This design comes from an exercise in tuning for small area and a short achievable clock period on the open sky130 flow, not from production work.
Function not checked in this run: the RTL went through the layout flow alone.
No activity file was given, so power comes from the tool's default toggle rates.

## design/flow/config.mk

```make
export PLATFORM = sky130hd
export DESIGN_NAME = mm2s_dds_modulator
export DESIGN_NICKNAME = mm2s_dds_modulator
export VERILOG_FILES = /design/flow/design.v
export SDC_FILE = /design/flow/constraint.sdc
export NUM_CORES = 4
export LEC_CHECK = 0
export CAP_MARGIN = 20
export CORE_MARGIN = 2
export CORE_UTILIZATION = 40
export SLEW_MARGIN = 20
```

## design/flow/constraint.sdc

```tcl
create_clock -name core_clock -period 5.5 [get_ports {S_AXI_CLK}]
set_input_delay 1.1000 -clock core_clock [delete_from_list [all_inputs] [get_ports {S_AXI_CLK}]]
set_output_delay 1.1000 -clock core_clock [all_outputs]
set_load 0.01 [all_outputs]
```

## design/flow/design.v

```verilog
package dds_modulator_pkg;
parameter FCLK_MHZ = 125;
parameter ENABLE_BIT = 0;
parameter DEBUG_BIT = 1;
parameter STATE_BITS = 3;    
parameter CONT_NO_MOD =     3'b?01;    
parameter CONT_MOD_FREC =   3'b111;
parameter CONT_MOD_PHASE =  3'b011;
parameter PULS_NO_MOD =     3'b?00;
parameter PULS_MOD_FREC =   3'b110;
parameter PULS_MOD_PHASE =  3'b010;
parameter PULS_NO_MOD_TB =     3'b000;
parameter CONT_NO_MOD_TB =  3'b001;    
parameter PERIOD_COUNTER_BITS = 15;
parameter PINC_BITS = 30;    
parameter BARKER_2 = 2'b10;
parameter BARKER_3 = 3'b110;
parameter BARKER_4 = 4'b1011;
parameter BARKER_5 = 5'b11101;
parameter BARKER_7 = 7'b1110010;
parameter BARKER_11 = 11'b11100010010;
parameter BARKER_13 = 13'b1111100110101;
parameter PHASE_OFFSET_180 = 536870911;
parameter MAX_DEBUG_PACKETS = 125000;
endpackage
`timescale 1ns / 1ps
import dds_modulator_pkg::*;
module dds_modulator#(parameter PERIOD_COUNTER_BITS = 15, parameter PINC_BITS = 30)(
    input clk_i,
    input resetn_i,
    output dds_en_o,
    output [71:0] m_axis_modulation_tdata,
    output m_axis_modulation_tvalid,
    output m_axis_modulation_tlast,
    input m_axis_modulation_tready,
    input [31:0] config_reg_0,
    input [31:0] config_reg_1,
    input [31:0] config_reg_2,
    input [31:0] config_reg_3,
    input [31:0] config_reg_4,
    input [31:0] config_reg_5
    );
    logic resync;
    logic modulator_en;
    assign modulator_en = config_reg_0[ENABLE_BIT];
    logic dbg_en;
    assign dbg_en = config_reg_0[DEBUG_BIT];
    logic pulsed_mode;
    assign pulsed_mode = config_reg_1[0];
    logic modulation_type;
    assign modulation_type = config_reg_1[2];
    parameter FREQ_MODULATION = 1;
    parameter PHASE_MODULATION = 0;
    logic [STATE_BITS-1:0] state_bits;
    assign  state_bits = config_reg_1[STATE_BITS-1:0];
    logic [PERIOD_COUNTER_BITS-1:0] period;  
    logic [PERIOD_COUNTER_BITS-1:0] tau;  
    assign period = config_reg_2[PERIOD_COUNTER_BITS-1:0];
    assign tau = config_reg_2[PERIOD_COUNTER_BITS-1+16:16];
    logic [29:0] pinc, pinc_low;
    assign pinc = config_reg_3[PINC_BITS-1:0];
    assign pinc_low = config_reg_3[PINC_BITS-1:0];
    logic [PINC_BITS-1:0] barker_subpulse_length;
    logic [PINC_BITS-1:0] pinc_high;
    assign barker_subpulse_length = config_reg_4;
    assign pinc_high = config_reg_4[PINC_BITS-1:0];
    logic [31:0] delta_pinc, barker_seq;
    assign delta_pinc = config_reg_5;
    assign barker_seq = config_reg_5;
    logic [3:0] barker_seq_num;
    assign barker_seq_num = config_reg_5[31:28];
    logic [15:0] barker_sequence;    
    assign barker_sequence = {3'b000, config_reg_5[12:0]};
    logic [29:0] tdata_pinc;
    logic [29:0] tdata_offset;
    logic tvalid;
    logic tlast;
    logic [$clog2(MAX_DEBUG_PACKETS):0] packet_counter;
    logic [PERIOD_COUNTER_BITS-1:0] period_counter_reg, period_counter_next;  
    logic [PERIOD_COUNTER_BITS-1:0] period_counter_stop, pulse_length;   
    logic period_counter_en;
    logic pulse_timeout_n;
    logic [PINC_BITS-1:0] modulation_counter_reg, modulation_counter_next, modulation_counter_start, modulation_counter_stop;
    logic modulation_counter_en;
    logic modulation_counter_counting_subpulse_length;      
    logic [3:0] barker_subpulse_counter_reg, barker_subpulse_counter_next;
    logic barker_subpulse_counter_en;
    always_comb
    begin
        modulation_counter_en = 0;
        modulation_counter_start = 0;
        modulation_counter_stop = 0;
        modulation_counter_counting_subpulse_length = 0;
        barker_subpulse_counter_en = 0;
        period_counter_en = 0;
        period_counter_stop = 0;
        pulse_length = 0;
        tdata_offset = 0;
        tdata_pinc = 0;
        tvalid = 1;
        casez(state_bits)
            3'b?01:  
                begin
                    modulation_counter_en = 0;
                    period_counter_en = 0;
                    tdata_offset = 0;
                    tdata_pinc = pinc;
                end
            CONT_MOD_FREC:
                begin
                    modulation_counter_en = 1;
                    modulation_counter_start = pinc_low;
                    modulation_counter_stop = pinc_high;
                    period_counter_en = 0;
                    tdata_offset = 0;
                    tdata_pinc = modulation_counter_reg;
                end
            CONT_MOD_PHASE:
                begin
                    modulation_counter_en = 1;
                    modulation_counter_start = 0;
                    modulation_counter_stop = barker_subpulse_length;
                    modulation_counter_counting_subpulse_length = 1;
                    barker_subpulse_counter_en = 1;
                    tdata_offset = (barker_sequence[barker_subpulse_counter_reg]) ? 0 : PHASE_OFFSET_180;
                    tdata_pinc = pinc[29:0];
                    period_counter_en = 0;
                end
            3'b?00:  
                begin
                    period_counter_en = 1;
                    modulation_counter_en = 0;
                    period_counter_stop = period;
                    pulse_length = tau;
                    tdata_offset = 0;
                    tdata_pinc = pinc[29:0];
                end
            PULS_MOD_FREC:
                begin
                    period_counter_en = 1;
                    period_counter_stop = period;
                    pulse_length = tau;
                    modulation_counter_en = pulse_timeout_n;
                    modulation_counter_start = pinc_low;
                    modulation_counter_stop = pinc_high;
                    tdata_offset = 0;
                    tdata_pinc = modulation_counter_reg;
                end
            PULS_MOD_PHASE:
                begin
                    period_counter_en = 1;
                    period_counter_stop = period;
                    pulse_length = tau;
                    barker_subpulse_counter_en = pulse_timeout_n;
                    modulation_counter_en = pulse_timeout_n;
                    modulation_counter_start = 0;
                    modulation_counter_stop = barker_subpulse_length;
                    modulation_counter_counting_subpulse_length = 1;
                    tdata_offset = (barker_sequence[barker_subpulse_counter_reg]) ? 0 : PHASE_OFFSET_180;
                    tdata_pinc = pinc[29:0];
                end
            default:
                begin
                    tvalid = 0;
                end    
        endcase
    end
    always_ff @(posedge clk_i)
    begin
        if (resetn_i == 0) period_counter_reg <= 0;
        else period_counter_reg <= period_counter_next;
    end
    always_comb  
    begin 
        if (period_counter_reg == period_counter_stop) period_counter_next = 0;  
        else
        begin
            if (modulator_en & period_counter_en) period_counter_next = period_counter_reg + 1;    
            else    period_counter_next = period_counter_reg;
        end
    end
    assign pulse_timeout_n = pulsed_mode ? 1 : (period_counter_reg < pulse_length);
    logic modulation_counter_expired;
    always_ff @(posedge clk_i)
    begin
        if (resetn_i == 0) begin
            modulation_counter_reg <= modulation_counter_start;
        end
        else begin
            modulation_counter_reg <= modulation_counter_next;
        end
    end
    always_comb
    begin
        modulation_counter_expired = 0;        
        if (modulator_en & modulation_counter_en) begin         
            if (modulation_counter_reg >= modulation_counter_stop) begin     
                modulation_counter_next = modulation_counter_start;
                modulation_counter_expired = 1;                              
            end
            else begin
                modulation_counter_next = modulation_counter_reg + (modulation_counter_counting_subpulse_length ? 1 : delta_pinc); 
            end
        end            
        else    modulation_counter_next = modulation_counter_start;
    end
    always_ff @(posedge clk_i)
    begin
        if (resetn_i == 0) begin
            barker_subpulse_counter_reg <= 0;
        end
        else begin
            if (barker_subpulse_counter_en) begin
                barker_subpulse_counter_reg <= barker_subpulse_counter_next;
            end
            else begin
                barker_subpulse_counter_reg <= 0;
            end
        end
    end
    always_comb
    begin
        if (modulation_counter_expired) begin         
            if (barker_subpulse_counter_reg == barker_seq_num - 1) begin
                barker_subpulse_counter_next = 0;
            end
            else begin
                barker_subpulse_counter_next = barker_subpulse_counter_reg + 1;
            end
        end
        else    barker_subpulse_counter_next = barker_subpulse_counter_reg;
    end
    assign resync = ~pulse_timeout_n & modulator_en;     
    assign dds_en_o = modulator_en;     
    always_ff @(posedge clk_i)
    begin
        if (resetn_i == 0) begin
            packet_counter <= 0;
        end
        else
        begin
            if (m_axis_modulation_tready & modulator_en & dbg_en)
            begin
                if (packet_counter == MAX_DEBUG_PACKETS - 1)
                begin
                    packet_counter <= 0;
                end
                else 
                begin
                    packet_counter <= packet_counter + 1;
                end
            end
            else
            begin
                packet_counter <= 0;
            end
        end
    end
    assign tlast = (packet_counter == MAX_DEBUG_PACKETS - 1) ? 1 : 0;
    assign m_axis_modulation_tdata = {7'b0,resync,2'b00,tdata_offset,2'b00, resync ? 30'b0 : tdata_pinc};
    assign m_axis_modulation_tvalid = tvalid & modulator_en & m_axis_modulation_tready;
    assign m_axis_modulation_tlast = tlast;
endmodule
`timescale 1ns / 1ps
import dds_modulator_pkg::*;
module axi_lite_mm2dds_mod_registers(
    output [31:0] config_reg_0_o,
    output [31:0] config_reg_1_o,
    output [31:0] config_reg_2_o,
    output [31:0] config_reg_3_o,
    output [31:0] config_reg_4_o,
    output [31:0] config_reg_5_o,
    input          S_AXI_CLK,
    input          S_AXI_ARESETN,
    output         S_AXI_AWREADY,
    input   [31:0] S_AXI_AWADDR,
    input          S_AXI_AWVALID,
    output         S_AXI_WREADY,
    input   [31:0] S_AXI_WDATA,
    input   [3:0]  S_AXI_WSTRB,
    input          S_AXI_WVALID,
    input          S_AXI_BREADY,
    output  [1:0]  S_AXI_BRESP,
    output         S_AXI_BVALID,
    output         S_AXI_ARREADY,
    input   [31:0] S_AXI_ARADDR,
    input          S_AXI_ARVALID,
    input          S_AXI_RREADY,
    output  [31:0] S_AXI_RDATA,
    output  [1:0]  S_AXI_RRESP,
    output         S_AXI_RVALID, 
    input logic dbg_tlast
);
localparam ADDR_BITS = 8;
typedef enum logic [1:0] {  WIDLE_S,
                    WDATA_S,
                    WRESP_S
} axi_wstate_e;
typedef enum logic {    RIDLE_S,
                        RDATA_S
} axi_rstate_e;
localparam  REG_0 = 'h0,
            REG_1 = 'h4,
            REG_2 = 'h8,
            REG_3 = 'hc,
            REG_4 = 'h10,
            REG_5 = 'h14;
axi_wstate_e wstate_reg, wstate_next;
logic [ADDR_BITS - 1:0] waddr_reg;
axi_rstate_e rstate_reg, rstate_next;
logic [ADDR_BITS - 1:0] raddr_reg;
logic [31:0] rdata_reg;
assign S_AXI_AWREADY = (wstate_reg == WIDLE_S);
assign S_AXI_WREADY = (wstate_reg == WDATA_S);
assign S_AXI_BVALID = (wstate_reg == WRESP_S);
logic write_address_request;
assign write_address_request = S_AXI_AWREADY && S_AXI_AWVALID;
logic write_data_request;
assign write_data_request = S_AXI_WREADY && S_AXI_WVALID;
assign S_AXI_ARREADY = (rstate_reg == RIDLE_S);
assign S_AXI_RVALID = (rstate_reg == RDATA_S);
logic read_request;
assign read_request = S_AXI_ARREADY && S_AXI_ARVALID;
logic [31:0] config_reg_0;
logic [31:0] config_reg_1;
logic [31:0] config_reg_2;
logic [31:0] config_reg_3;
logic [31:0] config_reg_4;
logic [31:0] config_reg_5;
assign config_reg_0_o = config_reg_0;
assign config_reg_1_o = config_reg_1;
assign config_reg_2_o = config_reg_2;
assign config_reg_3_o = config_reg_3;
assign config_reg_4_o = config_reg_4;
assign config_reg_5_o = config_reg_5;
assign S_AXI_RDATA = rdata_reg;
assign S_AXI_BRESP = 2'b00;
assign S_AXI_RRESP = 2'b00;
always_ff @(posedge S_AXI_CLK)
begin
    if (!S_AXI_ARESETN)
        wstate_reg <= WIDLE_S;
    else
        wstate_reg <= wstate_next;
end
always_comb
begin
    case(wstate_reg)
        WIDLE_S:
            wstate_next = S_AXI_AWVALID ? WDATA_S : WIDLE_S;
        WDATA_S:
            wstate_next = S_AXI_WVALID ? WRESP_S : WDATA_S;
        WRESP_S:
            wstate_next = S_AXI_BREADY ? WIDLE_S : WRESP_S;
        default:
            wstate_next = WIDLE_S;
    endcase
end
always_ff @(posedge S_AXI_CLK)
begin
    if (!S_AXI_ARESETN)
        waddr_reg <= 0;   
    else if (write_address_request)  
        waddr_reg <= S_AXI_AWADDR[ADDR_BITS - 1:0];
    else
        waddr_reg <= waddr_reg;
end
always_ff @(posedge S_AXI_CLK)
begin
    if (!S_AXI_ARESETN)
    begin
        config_reg_0 <= 0;
        config_reg_1 <= 0;
        config_reg_2 <= 0;
        config_reg_3 <= 0;
        config_reg_4 <= 0;
        config_reg_5 <= 0;
    end
    else if (write_data_request) begin
        case(waddr_reg)
            REG_0:
                config_reg_0 <= S_AXI_WDATA;
            REG_1:
                config_reg_1 <= S_AXI_WDATA;
            REG_2:
                config_reg_2 <= S_AXI_WDATA;
            REG_3:
                config_reg_3 <= S_AXI_WDATA;
            REG_4:
                config_reg_4 <= S_AXI_WDATA;
            REG_5:
                config_reg_5 <= S_AXI_WDATA;    
            default:
            begin
                config_reg_0 <= config_reg_0;
                config_reg_1 <= config_reg_1;
                config_reg_2 <= config_reg_2;
                config_reg_3 <= config_reg_3;
                config_reg_4 <= config_reg_4;
                config_reg_5 <= config_reg_5; 
            end
        endcase  
    end
    if (S_AXI_ARESETN && config_reg_0[DEBUG_BIT]) begin
        config_reg_0[DEBUG_BIT] <= ~(config_reg_0[DEBUG_BIT] & dbg_tlast);    
    end
end
always_ff @(posedge S_AXI_CLK)
begin
    if (!S_AXI_ARESETN)
        rstate_reg <= RIDLE_S;
    else
        rstate_reg <= rstate_next;
end
always_comb
begin
    case(rstate_reg)
        RIDLE_S:
            rstate_next = S_AXI_ARVALID ? RDATA_S : RIDLE_S;
        RDATA_S:
            rstate_next = S_AXI_RREADY ? RIDLE_S : RDATA_S;
        default:
            rstate_next = RIDLE_S;
    endcase
end
always_ff @(posedge S_AXI_CLK)
begin
    if (!S_AXI_ARESETN)
        rdata_reg <= 0;
    else if(read_request)
        case(S_AXI_ARADDR[ADDR_BITS - 1:0])
            REG_0:
                rdata_reg <= config_reg_0;
            REG_1:
                rdata_reg <= config_reg_1;
            REG_2:
                rdata_reg <= config_reg_2;
            REG_3:
                rdata_reg <= config_reg_3;
            REG_4:
                rdata_reg <= config_reg_4;
            REG_5:
                rdata_reg <= config_reg_5; 
            default:
                rdata_reg <= 0;
        endcase
end
endmodule
`timescale 1ns / 1ps
module mm2s_dds_modulator(
    input wire          S_AXI_CLK,
    input wire          S_AXI_ARESETN,
    output wire         S_AXI_AWREADY,
    input wire   [31:0] S_AXI_AWADDR,
    input wire          S_AXI_AWVALID,
    output wire         S_AXI_WREADY,
    input wire   [31:0] S_AXI_WDATA,
    input wire   [3:0]  S_AXI_WSTRB,
    input wire          S_AXI_WVALID,
    input wire          S_AXI_BREADY,
    output wire  [1:0]  S_AXI_BRESP,
    output wire         S_AXI_BVALID,
    output wire         S_AXI_ARREADY,
    input wire   [31:0] S_AXI_ARADDR,
    input wire          S_AXI_ARVALID,
    input wire          S_AXI_RREADY,
    output wire  [31:0] S_AXI_RDATA,
    output wire  [1:0]  S_AXI_RRESP,
    output wire         S_AXI_RVALID, 
    output wire dds_en_o,
    output wire [71:0] m_axis_modulation_tdata,
    output wire m_axis_modulation_tvalid,
    output wire m_axis_modulation_tlast,
    input wire m_axis_modulation_tready
);
    wire [31:0] config_reg_0;
    wire [31:0] config_reg_1;
    wire [31:0] config_reg_2;
    wire [31:0] config_reg_3;
    wire [31:0] config_reg_4;
    wire [31:0] config_reg_5;
    dds_modulator modulator(
        .clk_i(S_AXI_CLK),
        .resetn_i(S_AXI_ARESETN),
        .dds_en_o(dds_en_o),
        .m_axis_modulation_tdata(m_axis_modulation_tdata),
        .m_axis_modulation_tvalid(m_axis_modulation_tvalid),
        .m_axis_modulation_tlast(m_axis_modulation_tlast),
        .m_axis_modulation_tready(m_axis_modulation_tready),
        .config_reg_0(config_reg_0),
        .config_reg_1(config_reg_1),
        .config_reg_2(config_reg_2),
        .config_reg_3(config_reg_3),
        .config_reg_4(config_reg_4),
        .config_reg_5(config_reg_5)
    );
    axi_lite_mm2dds_mod_registers registers(
        .config_reg_0_o(config_reg_0),
        .config_reg_1_o(config_reg_1),
        .config_reg_2_o(config_reg_2),
        .config_reg_3_o(config_reg_3),
        .config_reg_4_o(config_reg_4),
        .config_reg_5_o(config_reg_5),
        .S_AXI_CLK(S_AXI_CLK),
        .S_AXI_ARESETN(S_AXI_ARESETN),
        .S_AXI_AWREADY(S_AXI_AWREADY),
        .S_AXI_AWADDR(S_AXI_AWADDR),
        .S_AXI_AWVALID(S_AXI_AWVALID),
        .S_AXI_WREADY(S_AXI_WREADY),
        .S_AXI_WDATA(S_AXI_WDATA),
        .S_AXI_WSTRB(S_AXI_WSTRB),
        .S_AXI_WVALID(S_AXI_WVALID),
        .S_AXI_BREADY(S_AXI_BREADY),
        .S_AXI_BRESP(S_AXI_BRESP),
        .S_AXI_BVALID(S_AXI_BVALID),
        .S_AXI_ARREADY(S_AXI_ARREADY),
        .S_AXI_ARADDR(S_AXI_ARADDR),
        .S_AXI_ARVALID(S_AXI_ARVALID),	
        .S_AXI_RREADY(S_AXI_RREADY),
        .S_AXI_RDATA(S_AXI_RDATA),
        .S_AXI_RRESP(S_AXI_RRESP),
        .S_AXI_RVALID(S_AXI_RVALID),
        .dbg_tlast(m_axis_modulation_tlast)
    );
endmodule
```

## design/flow/run.sh

```bash
#!/bin/bash
# synth_recipe.tcl (not shown) runs the flow's synth.tcl, then flattens the netlist and writes it again
# the make line also repeats each setting of config.mk as NAME=value (left out here)
make -C /OpenROAD-flow-scripts/flow DESIGN_CONFIG=/design/flow/config.mk WORK_HOME=/design/flow/orfs CLKGATE_MAP_FILE= SYNTH_SCRIPT=/design/flow/synth_recipe.tcl finish
```

==> run summary <==
status no timing/DRC/antenna violations; antenna diode instance count 0; Area Overhead vs Synth 18.11%; P_leak 6.464 nW; Port Buffers 155; most common cell after layout, fill and taps aside nand2_1; routability cong. 0.8804; share of layout cells above drive strength 1 5.509%; Post-synth EDFFs 1; register area share after synthesis 38.43%; Hold Buf Count CTS 0; mapped cell area approximately 16000 um2; Final Net Count 2305; DR iter-0 viols ~1600; CTS sink cnt 302; post-route clock period utilization between 80% and 90%; area occupied by multi-input gates 8891 um2; Yosys Warn Count 4; DRT antenna net count 0; RSZ-0062 raised after global routing no; Max Cap Violations 0; top cells by area, synth dfxtp_1, nand2_1, a21oi_1; row cnt 72; GR Util met1 36.90%; Slew @ Worst Pin 1.139 ns; Die ar. 40990 um2; FFs w/ async S/R, synth 0%; layer with the highest usage met2; Top FF cell, synth dfxtp_1; CTS root buffer clkbuf_16; max frequency 204.6 MHz; Ports about 220; Clock Path Buffers 3; PostCTS Resize Cnt 0; Overflow after GRT 0; register bit total from synthesis 302; first-pass iteration count of the detailed router 10; die width just over 200 um; kind of critical path flip-flop to output port; FF/Latch Area slightly above 6000 um2; endpoints failing hold 0; CP required about 4.4 ns; die span in y 202.5 um; Cell variety after synth 69; setup TNS 0 ns; most frequent cells in the layout nand2_1, dfxtp_1, a21oi_1; CTS tree built; Startpoint Class flip-flop; Final HPWL DP 36960 um; Cell Pwr Density 263.1 nW/um2; Slew Limit Fails 0; Worst Skew between 0.01 and 0.015 ns; DRC Markers 0; headroom to the max-slew limit 23.89%; gr usage total 26.07%; first-pass GRT wire length 83330 um; Fillers 3861; crit end category output port; setup slack after layout 0.6124 ns; Yosys top cell area share 38.24%; vias in the first global route 14060; final wirelength 54690 um; effective utilization at floorplan approximately 41%; Clock transition at path regs roughly 0.06 ns; dpl ws 1.158 ns; post-synthesis average cell area 7.652 um2; Tmin final a little under 5 ns; Clock Latency Late Sink 0.52 ns; Final setup viols 0; met2 Track Usage GR 40.66%; vias around 15000; Tot Pwr 4.895 mW; M3 GR Usage 4.944%; worst min path class flip-flop to flip-flop; Max FO, Critical Path 31; Worst EP arrival 3.79 ns; # Post-CTS Setup Buffers 0; largest net degree at the start of global routing 89; antenna violations before repair 1; H-Tree Depth 2; DR WL/cell 20.56 um; total core area 38740 um2; Syn Inst Count 2059; area leader, netlist dfxtp_1; drt via density ~5.7; Peak VDD IR between 0.2 and 0.25 mV; total CTS buffers 36
==> cells by family after synthesis <==
kind of cell             after synthesis  share of synthesized area, %
AND/OR/NAND/NOR                      862                         23.77
AO/OA/AOI/OAI                        555                         21.58
flip-flops                           302                         38.43
buffers and inverters                195                         5.916
adder cells (fa/ha/maj)               78                         6.242
XOR/XNOR                              60                         3.335
multiplexers                           6                        0.6988
other                                  1                       0.02380
==> per-layer routing <==
metal / routed length, um / up-vias
met5: 0 / -
met4: 1284 / 0
met3: 4858 / 75
met2: 23920 / 638
met1: 24620 / 7114
li1: - / 7260
==> cells in the mapped netlist, drive strengths merged (24+ instances only) <==
| cell | number |
|---|---|
| o21ai | 86 |
| nand2 | 566 |
| a222oi | 32 |
| nor2 | 90 |
| dfxtp | 301 |
| clkbuf | 127 |
| xnor2 | 36 |
| a21oi | 270 |
| a221oi | 32 |
| xor2 | 24 |
| a21o | 29 |
| ha | 77 |
| and2 | 38 |
| nand3 | 46 |
| buf | 48 |
| a31oi | 42 |
==> path summary, 6_finish.rpt <==
kind / cells past startpoint / slack, ns / endpoint / start
worst max-delay path: 12 / 0.61 / m_axis_modulation_tdata[29] / registers.config_reg_1[0]$_SDFFE_PN0P_
worst min-delay path: 1 / 0.45 / modulator.packet_counter[0]$_SDFF_PP0_ / modulator.packet_counter[0]$_SDFF_PP0_
worst max register to register: 11 / 1.39 / modulator.modulation_counter_reg[23]$_DFF_P_ / registers.config_reg_1[1]$_SDFFE_PN0P_
worst min register to register: 1 / 0.45 / modulator.packet_counter[0]$_SDFF_PP0_ / modulator.packet_counter[0]$_SDFF_PP0_
==> report_power, final <==
| part | internal [mW] | total (mW) | switching [mW] | leakage [nW] |
|---|---|---|---|---|
| clock | 1.43 | 2.38 | 0.949 | 0.575 |
| combinational | 0.108 | 0.264 | 0.156 | 3.45 |
| sequential | 2.22 | 2.25 | 0.0290 | 2.44 |
==> area by class of cell <==
type                    count  area share [%]
inverters                  20          0.4303
well taps                 518           3.483
repair buffers            182           9.494
flip-flops and latches    302           32.54
clock inverters             9          0.5648
multi-input cells        1577           47.78
clock buffers              52           5.708
==> worst max-delay path, stage by stage (launching register included) <==
cell and delay (ns):
dfxtp_1 0.48, buf_4 0.32, nand2b_1 0.14, ha_1 0.22
o21ai_0 0.16, o21bai_1 0.09, a211oi_1 0.31, o21bai_1 0.12
a21oi_1 0.20, nor3_2 0.05, buf_4 0.27, a21oi_1 0.29
clkdlybuf4s50_1 0.59
==> stage by stage <==
step	std cells	area [um2]	hold WS, ns	util (%)
global route	2660	18610	0.4608	48.04
CTS	2659	18590	0.4534	47.99
global placement	2598	17420	0.4303	44.97
floorplan	2074	15810	0.4175	-
finish	2660	18610	0.4503	48.04
detailed placement	2598	17420	0.4404	44.97

## re-timing with driven ports
No port has a modelled driver above. Below, the same layout with a new extraction and two added sets of constraints.
Step 1 (the two cells are an assumption about what drives the block):
set clk [get_ports {S_AXI_CLK}]
set_driving_cell -lib_cell sky130_fd_sc_hd__clkbuf_16 $clk
set_driving_cell -lib_cell sky130_fd_sc_hd__buf_2 [delete_from_list [all_inputs] $clk]
Step 2 times the ports against the registers' clock, not the clock port: input delays grow and output delays shrink by t, the midpoint of the rising clock arrivals with the driver on.
Three values: no drivers, after step 1, after step 2; two values: the first two.
t (ns): 0.569
setup WS [ns]: 0.612 / 0.560 / 1.129
worst setup path after step 2: register to output
worst data-port slew with drivers (ns): 0.06
After both steps setup and hold are still met in this run. The setup slack of this run moves by -0.052 ns with the drivers and by +0.517 ns with both steps.
